This is an optimization exercise on Yosys and OpenROAD, whose aim is small area, a short achievable clock period and few clock cycles per item, not a production implementation.
Function was checked by simulation only, so behaviour that the tests miss may differ from the original.
Power and IR drop assume default switching activity.

## rev 12
==> flow/design.v (excerpt) <==
module trading_core(
    input clk,
    input rst,
    input order_valid,
    input [31:0] order_data,
    output order_ready,
    output trade_valid,
    output [7:0] trade_price,
    output [7:0] trade_qty,
    output [7:0] trade_buy_id,
    output [7:0] trade_sell_id,
    output appr_valid,
    output [7:0] appr_price,
    output [7:0] appr_qty,
    output [7:0] appr_buy_id,
    output [7:0] appr_sell_id
);
For scale: roughly 1100 flip-flops.
Settings: LEC_CHECK=0, CAP_MARGIN=20, CORE_MARGIN=2, CORE_UTILIZATION=55, PLACE_DENSITY=0.65, SETUP_SLACK_MARGIN=5, SLEW_MARGIN=20, TNS_END_PERCENT=10; clock period 8.0 ns.
run.sh (not shown) runs the stock make flow with config.mk's settings and CLKGATE_MAP_FILE= SYNTH_SCRIPT=/design/flow/synth_recipe.tcl, a recipe that flattens the netlist after the stock synthesis.
Rev 12 closes out successfully: all stages finished, all timing, DRC and antenna checks passed.
Testbench counts of rev 12, summed over its fixed seeds: cycles 3,209, orders 3,200.
Changes in rev 13 relative to rev 12:
-- flow/design.v --
<<< rev 12, line 65
reg         fwd_rel;      
reg         o_srch;       
reg [N-1:0] bv, av;
reg [7:0] bp [0:N-1];
>>> rev 13, line 65
reg         fwd_rel;      
reg         o_srch;       
reg [8:0]   q_sum;        
reg         q_lt_prev;    
reg [N-1:0] bv, av;
reg [7:0] bp [0:N-1];
<<< rev 12, line 123
    fwd_rel  <= o_side == a_srch;
    o_srch   <= a_srch;
end
wire [N-1:0] fwd_on = lw_ins & {N{fwd_rel}};
>>> rev 13, line 125
    fwd_rel  <= o_side == a_srch;
    o_srch   <= a_srch;
    q_sum    <= {1'b0, i_q} + {1'b0, o_q};
    q_lt_prev <= ~le8(o_q, i_q);
end
wire [N-1:0] fwd_on = lw_ins & {N{fwd_rel}};
<<< rev 12, line 131
wire [8:0] pw_dif = add8(pw_sel, ~pw_oq, 1'b1);
wire [7:0] pw_val = pw_ins ? pw_oq : pw_dif[7:0];
wire [9:0] fx = {2'b00, pw_sel};
wire [9:0] fy = ~{2'b00, pw_oq};
wire [9:0] fz = ~{2'b00, o_q};
wire [9:0] fs = fx ^ fy ^ fz;
wire [9:0] fc = (fx & fy) | (fx & fz) | (fy & fz);
wire [9:0] fd = fs + {fc[8:0], 1'b0} + 10'd1;
wire q_fwd1 = pw_ins ? ~le8(pw_oq, o_q) : ~fd[9];
wire q_fwd2 = ~le8(lw_q, o_q);
wire [N-1:0] e1 = (pw_side == ~o_side) ? pw_oh : {N{1'b0}};
>>> rev 13, line 135
wire [8:0] pw_dif = add8(pw_sel, ~pw_oq, 1'b1);
wire [7:0] pw_val = pw_ins ? pw_oq : pw_dif[7:0];
wire q_fwd1 = pw_ins ? q_lt_prev : (q_sum < {1'b0, pw_sel});
wire q_fwd2 = ~le8(lw_q, o_q);
wire [N-1:0] e1 = (pw_side == ~o_side) ? pw_oh : {N{1'b0}};
<<< rev 12, line 144
wire [N-1:0] fb = first & {N{o_side}};
wire [N-1:0] fa = first & {N{~o_side}};
reg [7:0] sel_p, sel_q, sel_id;
always @* begin
    sel_p = 8'd0; sel_q = 8'd0; sel_id = 8'd0;
    for (k = 0; k < N; k = k + 1) begin
        sel_p  = sel_p  | ({8{fb[k]}} & bp[k]) | ({8{fa[k]}} & ap[k]);
        sel_q  = sel_q  | ({8{fb[k]}} & bq[k]) | ({8{fa[k]}} & aq[k]);
        sel_id = sel_id | ({8{fb[k]}} & bi[k]) | ({8{fa[k]}} & ai[k]);
    end
end
wire       part  = |(first & qlt);           
>>> rev 13, line 142
wire [N-1:0] fb = first & {N{o_side}};
wire [N-1:0] fa = first & {N{~o_side}};
reg [7:0] sel_q;
always @* begin
    sel_q = 8'd0;
    for (k = 0; k < N; k = k + 1)
        sel_q = sel_q | ({8{fb[k]}} & bq[k]) | ({8{fa[k]}} & aq[k]);
end
wire       part  = |(first & qlt);           
<<< rev 12, line 220
    end
end
always @(posedge CLK) begin
    if (RESET) trade_valid <= 1'b0;
    else       trade_valid <= do_match;
end
always @(posedge CLK) begin
    trade_price <= sel_p;
    trade_qty   <= part ? o_q : sel_qe;
    buy_id      <= o_side ? sel_id : o_id;
    sell_id     <= o_side ? o_id : sel_id;
end
endmodule
>>> rev 13, line 215
    end
end
reg         tc_v;
reg [N-1:0] tc_first;
reg         tc_side, tc_part;
reg [7:0]   tc_oid;
always @(posedge CLK) begin
    if (RESET) tc_v <= 1'b0;
    else       tc_v <= do_match;
end
always @(posedge CLK) begin
    tc_first <= first;
    tc_side  <= o_side;
    tc_part  <= part;
    tc_oid   <= o_id;
end
wire [N-1:0] tb_f = tc_first & {N{tc_side}};
wire [N-1:0] ta_f = tc_first & {N{~tc_side}};
reg [7:0] sel_p, sel_id;
always @* begin
    sel_p = 8'd0; sel_id = 8'd0;
    for (k = 0; k < N; k = k + 1) begin
        sel_p  = sel_p  | ({8{tb_f[k]}} & bp[k]) | ({8{ta_f[k]}} & ap[k]);
        sel_id = sel_id | ({8{tb_f[k]}} & bi[k]) | ({8{ta_f[k]}} & ai[k]);
    end
end
always @(posedge CLK) begin
    if (RESET) trade_valid <= 1'b0;
    else       trade_valid <= tc_v;
end
always @(posedge CLK) begin
    trade_price <= sel_p;
    trade_qty   <= tc_part ? pw_oq : pw_sel;
    buy_id      <= tc_side ? sel_id : tc_oid;
    sell_id     <= tc_side ? tc_oid : sel_id;
end
endmodule
Results
Of the two candidates, rev 12 has the better worst hold-check slack and rev 13 the worse one. Summary of rev 13 over rev 12: sequential share of layout area now sits higher, clock group share of total power higher, leakage power barely changed, final wirelength -7200 um. Going from rev 12 to rev 13, post-CTS resize count shrinks by 11%. Diff rev 12 and rev 13: global-route usage higher in rev 12. Ff count | rev 13 vs rev 12 | rev 13 higher. Comparing rev 12 and rev 13, the lower per-instance average area after synthesis was measured on rev 13. On rev 13: actual slew at the worst max-slew pin is 77 ps lower than what rev 12 gave.
Testbench counts of rev 13, summed over its fixed seeds: cycles 3,212, orders 3,200.

## port drivers added, routing unchanged
No port has a modelled driver above. Below, the same layouts with a new extraction and two added sets of constraints. Step 1: set_driving_cell puts a clkbuf_16 on clk and a buf_2 on each other input, an assumption about the parent block. Step 2 times the ports against the registers' clock, not the clock port: input delays grow and output delays shrink by t, the midpoint of the rising clock arrivals with the driver on. Slacks: no drivers / after step 1 / after step 2; pairs: no drivers / after step 1.
| run | t, ns | setup WS [ns] | hold slack, ns | worst register clock-pin slew, ns |
|---|---|---|---|---|
| rev 12 | 0.790 | 4.168 / 4.168 / 4.168 | 0.325 / 0.325 / 0.325 | 0.07 / 0.07 |
| rev 13 | 0.801 | 4.554 / 4.554 / 4.024 | 0.321 / 0.321 / 0.321 | 0.07 / 0.07 |
After both steps every run listed still meets setup and hold. The setup slack of rev 13, which loses most, moves by 0.000 ns with the drivers and by -0.530 ns with both steps.
